This is an optimization exercise on Yosys and OpenROAD, whose aim is small area, not a production implementation. Only simulation tests tie the RTL to the original design; equivalence was not proved. Power and IR drop assume default switching activity.

$ cat flow/constraint.sdc
create_clock -name core_clock -period 20.0 [get_ports {PCLK}]
set_input_delay 4.0000 -clock core_clock [delete_from_list [all_inputs] [get_ports {PCLK}]]
set_output_delay 4.0000 -clock core_clock [all_outputs]
set_load 0.01 [all_outputs]
$ cat flow/standard.sh
#!/bin/bash
# synth_recipe.tcl (not shown) runs the flow's synth.tcl, then flattens the netlist and writes it again
# the make line also repeats each setting of config.mk as NAME=value (left out here)
make -C /OpenROAD-flow-scripts/flow DESIGN_CONFIG=/design/flow/config.mk WORK_HOME=/design/flow/orfs CLKGATE_MAP_FILE= SYNTH_SCRIPT=/design/flow/synth_recipe.tcl "${@:-finish}"
$ cat flow/design.v
module uart_apb_master(
input wire PCLK,
input wire PRESETn,
output wire o_uart_tx,
input wire i_uart_rx,
output wire PSEL,
output wire PENABLE,
output wire PWRITE,
input wire PREADY,
input wire PSLVERR,
output wire [31:0] PADDR,
output wire [31:0] PWDATA,
input wire [31:0] PRDATA
);
  localparam [2:0] S_RXIDLE = 3'd0;
  localparam [2:0] S_RXBIT  = 3'd1;
  localparam [2:0] S_MOVE   = 3'd2;
  localparam [2:0] S_SETUP  = 3'd3;
  localparam [2:0] S_ACCESS = 3'd4;
  localparam [2:0] S_TX     = 3'd5;
  reg  [2:0]  st;
  reg  [8:0]  tmr;       
  reg  [3:0]  bitcnt;    
  reg  [4:0]  charcnt;   
  reg         wflag;
  reg  [31:0] a;
  reg  [31:0] d;
  wire tick     = (tmr == 9'd434);
  wire s_rxidle = (st == S_RXIDLE);
  wire s_rxbit  = (st == S_RXBIT);
  wire s_move   = (st == S_MOVE);
  wire s_setup  = (st == S_SETUP);
  wire s_access = (st == S_ACCESS);
  wire s_tx     = (st == S_TX);
  wire cmd_end  = wflag ? charcnt[4] : charcnt[3];
  wire rx_shift = s_rxbit & tick & (bitcnt >= 4'd1) & (bitcnt <= 4'd4);
  wire rx_corr  = s_rxbit & tick & (bitcnt == 4'd5) & ~i_uart_rx;
  wire capture  = s_access & PREADY & ~wflag;
  wire tx_shift = s_tx & (bitcnt == 4'd9) & (tmr[8:2] == 7'd0) & (charcnt != 5'd0);
  wire shift    = rx_shift | s_move | capture | tx_shift;
  wire sin      = s_rxbit & i_uart_rx;
  wire [31:0] prd;
  genvar g;
  generate
    for (g = 0; g < 32; g = g + 1) begin : perm
      assign prd[(g & ~3) | (3 - (g & 3))] = PRDATA[g];
      assign PADDR[g]  = a[(g & ~3) | (3 - (g & 3))];
      assign PWDATA[g] = d[(g & ~3) | (3 - (g & 3))];
    end
  endgenerate
  always @(posedge PCLK) begin
    if (shift) begin
      a <= {a[30:0], d[31]};
      d <= {d[30:0], sin} | (capture ? prd : 32'd0);
    end else if (rx_corr) begin
      d[3] <= ~d[3];
      d[2] <= d[2] ^ d[3];
      d[1] <= d[1] | (d[2] & d[3]);
      d[0] <= 1'b1;
    end
  end
  always @(posedge PCLK) begin
    if (s_rxbit & tick & (bitcnt == 4'd1) & (charcnt == 5'd0))
      wflag <= i_uart_rx;
  end
  always @(posedge PCLK) begin
    if (s_rxidle) begin
      tmr    <= 9'd217;
      bitcnt <= 4'd0;
    end else if (s_move) begin
      tmr    <= tmr + 9'd1;
    end else if (s_access) begin
      tmr    <= 9'd0;
      bitcnt <= 4'd0;
    end else if (tick) begin
      tmr    <= 9'd0;
      bitcnt <= (bitcnt == 4'd9) ? 4'd0 : bitcnt + 4'd1;
    end else begin
      tmr    <= tmr + 9'd1;
    end
  end
  always @(posedge PCLK or negedge PRESETn) begin
    if (!PRESETn) begin
      st      <= S_RXIDLE;
      charcnt <= 5'd0;
    end else begin
      case (st)
        S_RXIDLE: if (!i_uart_rx) st <= S_RXBIT;
        S_RXBIT: if (tick && bitcnt == 4'd9) begin
          charcnt <= charcnt + 5'd1;
          if (charcnt != 5'd0 && cmd_end) st <= wflag ? S_SETUP : S_MOVE;
          else st <= S_RXIDLE;
        end
        S_MOVE: if (tmr[4:0] == 5'd31) st <= S_SETUP;
        S_SETUP: st <= S_ACCESS;
        S_ACCESS: if (PREADY) begin
          st      <= S_TX;
          charcnt <= 5'd0;
        end
        S_TX: if (tick && bitcnt == 4'd9) begin
          charcnt <= charcnt + 5'd1;
          if (charcnt == 5'd9) begin
            st      <= S_RXIDLE;
            charcnt <= 5'd0;
          end
        end
        default: st <= S_RXIDLE;
      endcase
    end
  end
  wire [3:0] nib = {d[28], d[29], d[30], d[31]};
  wire [7:0] hexch = (nib < 4'd10) ? {4'h3, nib} : (8'h37 + {4'd0, nib});
  wire [7:0] txch = (charcnt == 5'd0) ? (wflag ? 8'h77 : 8'h72) :
                    (charcnt == 5'd9) ? 8'h24 : hexch;
  wire txbit = (bitcnt == 4'd0) ? 1'b0 :
               (bitcnt == 4'd9) ? 1'b1 : txch[bitcnt - 4'd1];
  assign o_uart_tx = s_tx ? txbit : 1'b1;
  assign PSEL      = s_setup | s_access;
  assign PENABLE   = s_access;
  assign PWRITE    = wflag;
endmodule
$ cat flow/flow/run.sh
#!/bin/bash
# Standard ORFS layout; only the port buffer cell and the clock tree options differ.
set -euo pipefail
bash standard.sh \
  BUFFER_PORTS_ARGS="-buffer_cell sky130_fd_sc_hd__buf_1" \
  CTS_ARGS="-sink_clustering_enable -repair_clock_nets -dont_use_dummy_load" \
  finish > flow_make.log 2>&1
$ cat flow/config.mk
export PLATFORM = sky130hd
export DESIGN_NAME = uart_apb_master
export DESIGN_NICKNAME = uart_apb_master
export VERILOG_FILES = /design/flow/design.v
export SDC_FILE = /design/flow/constraint.sdc
export NUM_CORES = 4
export LEC_CHECK = 0
export CAP_MARGIN = 20
export CORE_MARGIN = 2
export CORE_UTILIZATION = 40
export SLEW_MARGIN = 20
==> run notes, run 1 <==
The run finished with no timing, DRC or antenna violations. The count of nets after finishing came out at 464. The adder-cell area share of the yosys netlist is 3.95%. The multi-input gate area in the final layout came out at 1270 µm². The final hold violation count came to 0. The cell taking the most area after synthesis is sky130_fd_sc_hd__edfxtp_1.

The post-route clock period utilization is 32.6%. Wires add up to 7570 µm. The effective utilization at floorplan is 41.1%.

Ranked by total cell area, the synthesized netlist is headed by sky130_fd_sc_hd__edfxtp_1, sky130_fd_sc_hd__dfxtp_1, sky130_fd_sc_hd__a21o_1. For this run, the number of Yosys warnings is 1. The final total negative setup slack came out at 0 ns.

The TritonCTS clock tree is built. Summing all flip-flop and latch instances after layout gives 2410 µm². The count of placed standard cells including taps is 533.

The largest fanout on the critical path came out at 13. The clock slew seen by the registers of the worst setup and hold paths is 0.08 ns. The worst setup path is launched from a flop. The critical path is of the flop to output port type. The number of hold buffers added after CTS was 0. The DRC violations left is 0.

Setup repair after global routing left no endpoint under its margin. Before antenna repair, the detailed router went through 4 iterations. In this run, post-CTS repair resized a total of 0 instances.

The setup fix buffers added after clock tree synthesis came out at 0. The total power divided by cell area is 78.4 nW/µm². The buffer type at the clock tree root is sky130_fd_sc_hd__clkbuf_8. The count of final max-slew check failures came out at 0. The final cell utilization of the core came out at 48.1%. The peak clock frequency supported by timing came out at 153 MHz. The final HPWL from detailed placement came out at 5460 µm. The maximum vdd ir drop is 0.0000409 V. The horizontal extent of the die came out at 101 µm.

In this run, synthesis inferred 65 flip-flops with an integrated enable. The path class of the tightest hold or removal check is flop to flop. The fill cell instance count of the final layout is 883. The insertion delay to the later sink of the worst-skew pair came out at 0.35 ns. sky130_fd_sc_hd__edfxtp_1 is the most common cell in the netlist. The simple-gate area share of the yosys netlist came out at 12.5%. By area, the combinational part of the netlist is dominated by compound AO/OA/AOI/OAI gates. Among all flip-flop cells after synthesis, the most frequent one is sky130_fd_sc_hd__edfxtp_1. The number of clock sinks seen by CTS came out at 86.

The total via count after detailed routing is 2767. The number of clock buffers added by TritonCTS is 9. The number of violations of the max-capacitance limit came out at 0.

The H-tree was split into 3 levels. The leakage power total is 1.63 nW. The number of primary I/O pins came out at 105. The first-iteration detailed-routing DRC count is 141. The clock skew came out at 0.0262 ns. The site row count came out at 35.

The post-synth net total is 360. Measured against the total synthesized area, the mux share comes to 1.05%. The number of global-route vias before repair is 2399. The remaining antenna violation count came out at 0. The count of buffers added on input and output ports is 103.

The worst reg-to-reg setup slack came out at 17.18 ns. The final-report setup violation count is 0. The compound-cell area share of the yosys netlist came out at 13.9%. The portion of the post-synthesis area used by sequential elements came out at 63.5%. Dividing the detail-routed via count by the number of cells gives 5.11. Ranked by instance count, the synthesized netlist is headed by sky130_fd_sc_hd__edfxtp_1, sky130_fd_sc_hd__a21o_1, sky130_fd_sc_hd__nor2_1, sky130_fd_sc_hd__inv_1, sky130_fd_sc_hd__o21ai_0. The register bit total from synthesis is 86. The post-synthesis instance total came out at 311.

For this run the aggregate overflow at the end of global routing stands at 0. Counting along the longest clock path gives a buffer depth of 2. Of the post-synthesis cell area, the dominant cell type holds 51.4%. The core region is 9240 µm².

The detailed-route wire length per cell is 14.0 µm. STA classifies the critical path endpoint as an output port. Headroom to the max-slew limit came out at 55.3%.

Of the total synthesized cell area, the portion taken by XOR and XNOR cells is 1.84%. The worst path required time came out at 16.00 ns. The first global-routing pass estimated 11600 µm of wire. The global placement routability congestion is 0.742. The global routing usage summed across all routing layers came out at 14.5%. The proportion of layout cells with a drive suffix above 1 is 4.36%. The number of antenna diodes in the final layout is 0. The synthesized area per cell is 12.2 µm². The y dimension of the die came out at 101 µm. At the worst endpoint, the arrival time is 2.52 ns. The number of distinct standard cells referenced by the synthesized netlist is 45. The initial antenna violation count came out at 0. The die outline area came out at 10300 µm². The actual slew at the worst max-slew pin came out at 0.663 ns. The share of synthesized registers carrying an async set or reset came out at 9.30%. The combined area of all synthesized cells came out at 3800 µm². Hold is met by 0.444 ns. The synthesis-to-layout area growth is 17.1%. The final instance count without filler cells is 542.

The final critical-path required period is 6.52 ns. The largest net degree at the start of global routing came out at 50.
[path summary, 6_finish.rpt]
path / endpoint / startpoint / cells after the start
worst max-delay path: o_uart_tx / bitcnt[0] / 6
worst min-delay path: a[16] / a[15] / 0
worst max register to register: a[0] / bitcnt[0] / 7
worst min register to register: a[16] / a[15] / 0
max in group asynchronous: st[0] / PRESETn / 1
min in group asynchronous: st[1] / PRESETn / 1
[cells by family (layout without fill, tap and decap cells)]
group	count (synthesis)	after routing
AND/OR/NAND/NOR	87	87
flip-flops	86	86
AO/OA/AOI/OAI	82	82
buffers and inverters	32	134
adder cells (fa/ha/maj)	12	12
XOR/XNOR	8	8
multiplexers	4	4
[stage by stage]
stage          cell area (µm²)  power (mW)  setup WS (ns)
2_1_floorplan             3800       0.244          13.79
3_3_place_gp              4320       0.257          13.89
3_5_place_dp              4320       0.259          13.83
4_1_cts                   4450       0.354          13.46
5_1_grt                   4450       0.368          13.28
6_report                  4450       0.349          13.48
[power by group]
part / internal, mW / total [mW] / leakage, nW / switching (mW)
registers: 0.200 / 0.212 / 0.792 / 0.0114
logic: 0.0189 / 0.0423 / 0.769 / 0.0234
clock network: 0.0404 / 0.0945 / 0.0647 / 0.0541
total: 0.260 / 0.349 / 1.63 / 0.0888
[flip-flops by register name (all words and copies together) (netlist names)]
| register | flops |
|---|---|
| d | 32 |
| tmr | 9 |
| a | 32 |
| st | 3 |
| bitcnt | 4 |
| charcnt | 5 |
| wflag | 1 |
[cell type report]
cell class,count,area share [%]
Sequential cell,86,54.2
Tap cell,129,3.63
Inverter,19,1.60
Timing Repair Buffer,106,9.20
Multi-Input combinational cell,193,28.6
Clock buffer,9,2.78
[worst max-delay path, cell delays in order, from the launching register on]
cell                        delay (ns)
sky130_fd_sc_hd__dfxtp_1          0.57
sky130_fd_sc_hd__inv_1            0.19
sky130_fd_sc_hd__ha_1             0.42
sky130_fd_sc_hd__a21o_1           0.19
sky130_fd_sc_hd__a2111oi_0        0.42
sky130_fd_sc_hd__o32a_1           0.22
sky130_fd_sc_hd__buf_1            0.17
[routing by layer]
| metal | up-vias | global-route usage (%) | share of wire (%) |
|---|---|---|---|
| met4 | 0 | 4.37 | 0.58 |
| li1 | 1352 | - | - |
| met5 | - | 0 | 0 |
| met3 | 4 | 4.42 | 6.3 |
| met2 | 97 | 22.1 | 45 |
| met1 | 1314 | 20.1 | 48 |
[cell usage in the layout (no fill, tap or decap), types with 10 or more instances in the layout]
cell / Yosys / final
sky130_fd_sc_hd__inv_1: 19 / 19
sky130_fd_sc_hd__nor2_1: 25 / 24
sky130_fd_sc_hd__o21ai_0: 16 / 16
sky130_fd_sc_hd__dfxtp_1: 13 / 13
sky130_fd_sc_hd__ha_1: 12 / 12
sky130_fd_sc_hd__edfxtp_1: 65 / 65
sky130_fd_sc_hd__buf_1: 0 / 103
sky130_fd_sc_hd__a21oi_1: 15 / 15
sky130_fd_sc_hd__nand2_1: 11 / 10
sky130_fd_sc_hd__a21o_1: 28 / 28
==> run 2: changes to the inputs <==
==> flow/run.sh (new file) <==
#!/bin/bash
# synth_recipe.tcl (not shown) runs the flow's synth.tcl, then flattens the netlist and writes it again
# the make line also repeats each setting of config.mk as NAME=value (left out here)
make -C /OpenROAD-flow-scripts/flow DESIGN_CONFIG=/design/flow/config.mk WORK_HOME=/design/flow/orfs CLKGATE_MAP_FILE= SYNTH_SCRIPT=/design/flow/synth_recipe.tcl finish
removed: flow/flow/run.sh
removed: flow/standard.sh
==> run notes, run 2 <==
The flow ran to the end and the layout has no timing, DRC or antenna violations. The insertion delay to the later sink of the worst-skew pair came to 0.35 ns (about the same). The number of vias per cell is 5.11 (about the same). The final standard cell area without fillers is 5180 µm² (+16%). The tightest slew margin relative to the limit is 53.3% (-2.0 points). The maximum vdd ir drop is 0.0000463 V (+13%). The clock skew came out at 0.0100 ns (-0.0162 ns). The number of flops mapped to enable cells by yosys came out at 65 (unchanged). The worst setup path is launched from a flop. The first-iteration detailed-routing DRC count came to 120 (-15%). The total via count after detailed routing is 2804 (+1.3%).

The number of diodes came out at 0 (unchanged). The H-tree depth reported by CTS was 3 (unchanged). The final critical-path required period is 6.87 ns (+0.353 ns). Yosys attributes the largest share of cell area to sky130_fd_sc_hd__edfxtp_1, sky130_fd_sc_hd__dfxtp_1, sky130_fd_sc_hd__a21o_1.

The proportion of layout cells with a drive suffix above 1 came out at 5.48% (+1.1 points). The dominant cell by count in the synthesized netlist is sky130_fd_sc_hd__edfxtp_1. The wire length of the first global-routing pass is 12700 µm (+9.6%). The portion of the post-synthesis area used by sequential elements came out at 63.5% (unchanged). The number of global-route vias before repair came out at 2636 (+9.9%). The post-synthesis instance total was 311 (unchanged).

The TritonCTS buffer count came out at 9 (unchanged). The count of final max-slew check failures was 0 (unchanged). TritonCTS built the clock tree. The hold buffer count at CTS came out at 0 (unchanged). The post-route clock period utilization is 34.4% (+1.8 points). The total power divided by cell area came to 75.9 nW/µm² (-3.1%). The final hold violation count is 0 (unchanged). The actual slew at the worst max-slew pin came out at 0.698 ns (+0.0348 ns). The horizontal extent of the die is 101 µm (unchanged). The worst hold margin came out at 0.453 ns (+0.00826 ns). The post-CTS resize count is 0 (unchanged).

The delay of the slowest cell on the worst path is 0.58 ns (about the same). The number of primary I/O pins came out at 105 (unchanged). Relative to the synthesized area, the layout overhead comes to 36.4%. The placeable core region is 9240 µm² (unchanged). The final-report setup violation count was 0 (unchanged).

In the layout the commonest cells are sky130_fd_sc_hd__clkdlybuf4s50_1, sky130_fd_sc_hd__edfxtp_1, sky130_fd_sc_hd__a21o_1, sky130_fd_sc_hd__nor2_1, sky130_fd_sc_hd__inv_1. The global placement routability congestion came to 0.829 (+12%). The most used flip-flop cell after synthesis is sky130_fd_sc_hd__edfxtp_1. The number of I/O port buffers is 103 (unchanged). The tree is rooted in a sky130_fd_sc_hd__clkbuf_8.

The final HPWL from detailed placement came out at 5790 µm (+5.9%). The category of cells accounting for the largest share of critical-path delay is compound AO/OA/AOI/OAI gates. The leakage power total is 1.94 nW (+20%).

Setup repair after global routing left no endpoint under its margin. The count of nets after finishing is 464 (unchanged). The detailed-route wire length per cell came out at 14.9 µm (+6.9%).

Summed over all instances, the cell type with the most area after synthesis is sky130_fd_sc_hd__edfxtp_1. The combined area of all synthesized cells is 3800 µm² (unchanged). The die outline area came out at 10300 µm² (unchanged). The number of clock sinks seen by CTS is 86 (unchanged). The y dimension of the die is 101 µm (unchanged). The share of synthesized registers carrying an async set or reset is 9.30% (unchanged). The total number of yosys warnings is 1 (unchanged). The endpoint arrival time on the critical path is 2.87 ns (+0.35 ns). The slowest cell on the critical path is sky130_fd_sc_hd__dfxtp_1.

The setup fix buffers added after clock tree synthesis came to 0 (unchanged). The number of violations of the max-capacitance limit is 0 (unchanged). The remaining antenna violation count was 0 (unchanged).

The number of iterations in the first detailed-routing pass is 4 (unchanged). The largest buffer count on any clock path came out at 2 (unchanged). The total grt overflow came out at 0 (unchanged). The number of distinct standard cells referenced by the synthesized netlist came out at 45 (unchanged).

The library cell used most frequently in the layout, excluding fill and tap cells, is sky130_fd_sc_hd__clkdlybuf4s50_1. The synthesized area per cell came out at 12.2 µm² (unchanged). The largest fanout on the critical path was 13 (unchanged).

The site row count is 35 (unchanged). Ranked by instance count, the synthesized netlist is headed by sky130_fd_sc_hd__edfxtp_1, sky130_fd_sc_hd__a21o_1, sky130_fd_sc_hd__nor2_1, sky130_fd_sc_hd__inv_1, sky130_fd_sc_hd__o21ai_0. The peak clock frequency supported by timing is 146 MHz (-5.1%). The DRC violations left came out at 0 (unchanged). The worst path required time was 16.00 ns (about the same). The final total negative setup slack is 0 ns (unchanged).

The register bit total from synthesis came to 86 (unchanged). The post-synth net total is 360 (unchanged). The share of the synthesized area in the top cell type came out at 51.4% (unchanged).

The largest net degree at the start of global routing is 37 (-26%). The global routing usage summed across all routing layers was 15.9% (+1.4 points). The number of buffers and inverters on the critical path came out at 2 (unchanged).

The post-detailed-placement cell area was 4970 µm² (+15%). Walking the worst path, the cells encountered are inv_1 > ha_1 > a21o_1 > a2111oi_0 > o32a_1 > clkdlybuf4s50_1. In this run the worst hold path is classified as flop to flop. The largest registers in the layout are a (32), d (32), tmr (9). The effective utilization at floorplan is 41.1% (unchanged). The initial antenna violation count came out at 0 (unchanged).

The clock slew seen by the registers of the worst setup and hold paths is 0.09 ns (about the same). STA classifies the critical path endpoint as an output port. By startpoint and endpoint, the worst setup path is classified as flop to output port.

The total detailed-routing wirelength came out at 8200 µm (+8.3%).
[run 2: changes by cell type in the layout (fill, tap and decap cells not counted), moves of 2 or more]
cell and change:
sky130_fd_sc_hd__clkdlybuf4s50_1 +103, sky130_fd_sc_hd__clkbuf_1 +2, sky130_fd_sc_hd__buf_1 -103, sky130_fd_sc_hd__bufinv_16 +2
[run 2: worst register-to-register path, cell delays in order (launching register included)]
cell and delay (ns):
sky130_fd_sc_hd__dfxtp_1 0.58, sky130_fd_sc_hd__ha_1 0.29, sky130_fd_sc_hd__inv_1 0.07, sky130_fd_sc_hd__nor3b_1 0.24, sky130_fd_sc_hd__buf_4 0.21, sky130_fd_sc_hd__a31oi_1 0.13, sky130_fd_sc_hd__nand2_2 0.54, sky130_fd_sc_hd__buf_4 0.53
[run 2: cells by family after synthesis]
family / count (synthesis) / synth area share [%]
xor gates and xnor gates: 8 / 1.84
AOI/OAI and AO/OA: 82 / 13.9
DFF: 86 / 63.5
muxes: 4 / 1.05
adders and majority gates: 12 / 3.95
buffers and inverters: 32 / 3.19
and+or+nand+nor: 87 / 12.5
[run 2: cell type report]
type	instances	area (µm²)
tap	129	161
fill	807	4060
inverter	19	71.3
clock inverter	5	81.3
clock buffer	11	131
sequential	86	2410
multi-input combinational	193	1270
timing repair buffer	106	1050
[run 2: worst paths after layout]
kind / start / to / slack, ns / depth (start not counted)
max: bitcnt[0] / o_uart_tx / 13.13 / 6
max reg2reg: bitcnt[0] / a[4] / 17.06 / 7
min reg2reg: a[26] / a[27] / 0.45 / 0
max in group asynchronous: PRESETn / st[0] / 15.80 / 1
min: a[26] / a[27] / 0.45 / 0
min in group asynchronous: PRESETn / st[1] / 3.93 / 1
[run 2: per-layer routing]
metal  wire length [µm]  track usage [%]  vias up  share of wire (%)
met5                  0                0        -                  0
met3                416             3.66        8                5.1
li1                   -                -     1355                  -
met4                 90             5.30        0                1.1
met1               3980             22.0     1360                 48
met2               3710             24.8       81                 45
[run 2: through the flow]
step | setup WS, ns | total power [mW] | utilization (%) | cells
finish | 13.13 | 0.393 | 56.1 | 549
global route | 12.96 | 0.413 | 56.1 | 549
CTS | 13.10 | 0.399 | 56.1 | 549
detailed placement | 13.48 | 0.266 | 53.8 | 533
global placement | 13.51 | 0.264 | 53.8 | 533
floorplan | 13.79 | 0.244 | - | 311
[run 2: report_power, final]
part / leakage [nW] / switching (mW) / internal [mW]
Clock: 0.104 / 0.0610 / 0.0708
Sequential: 0.792 / 0.0112 / 0.200
Combinational: 1.05 / 0.0237 / 0.0262

## static timing again, ports no longer ideal
The results above use ideal ports. As a check the final layouts listed here were re-extracted and re-timed, cells and wires unchanged.
Step 1 sets driving cells, clkbuf_16 on the clock port and buf_2 on the other inputs (assumed; they add their load-dependent delay and slew).
Step 2 moves the port delays by t, midway between the first and last clock arrival at a register: inputs arrive t later, outputs are due t later. That takes back most of the time a late clock gives input paths.
a / b / c = ideal / step 1 / step 2; a / b = the first two.
run	t, ns	slack for setup (ns)	hold WS [ns]	worst register clock-pin slew, ns	pins driven straight from the clock port
run 1	0.370	13.481 / 13.448 / 13.818	0.444 / 0.444 / 0.444	0.09 / 0.09	1
run 2	0.373	13.127 / 13.097 / 13.470	0.453 / 0.453 / 0.453	0.09 / 0.09	1
After both steps setup and hold are still met in every run listed.
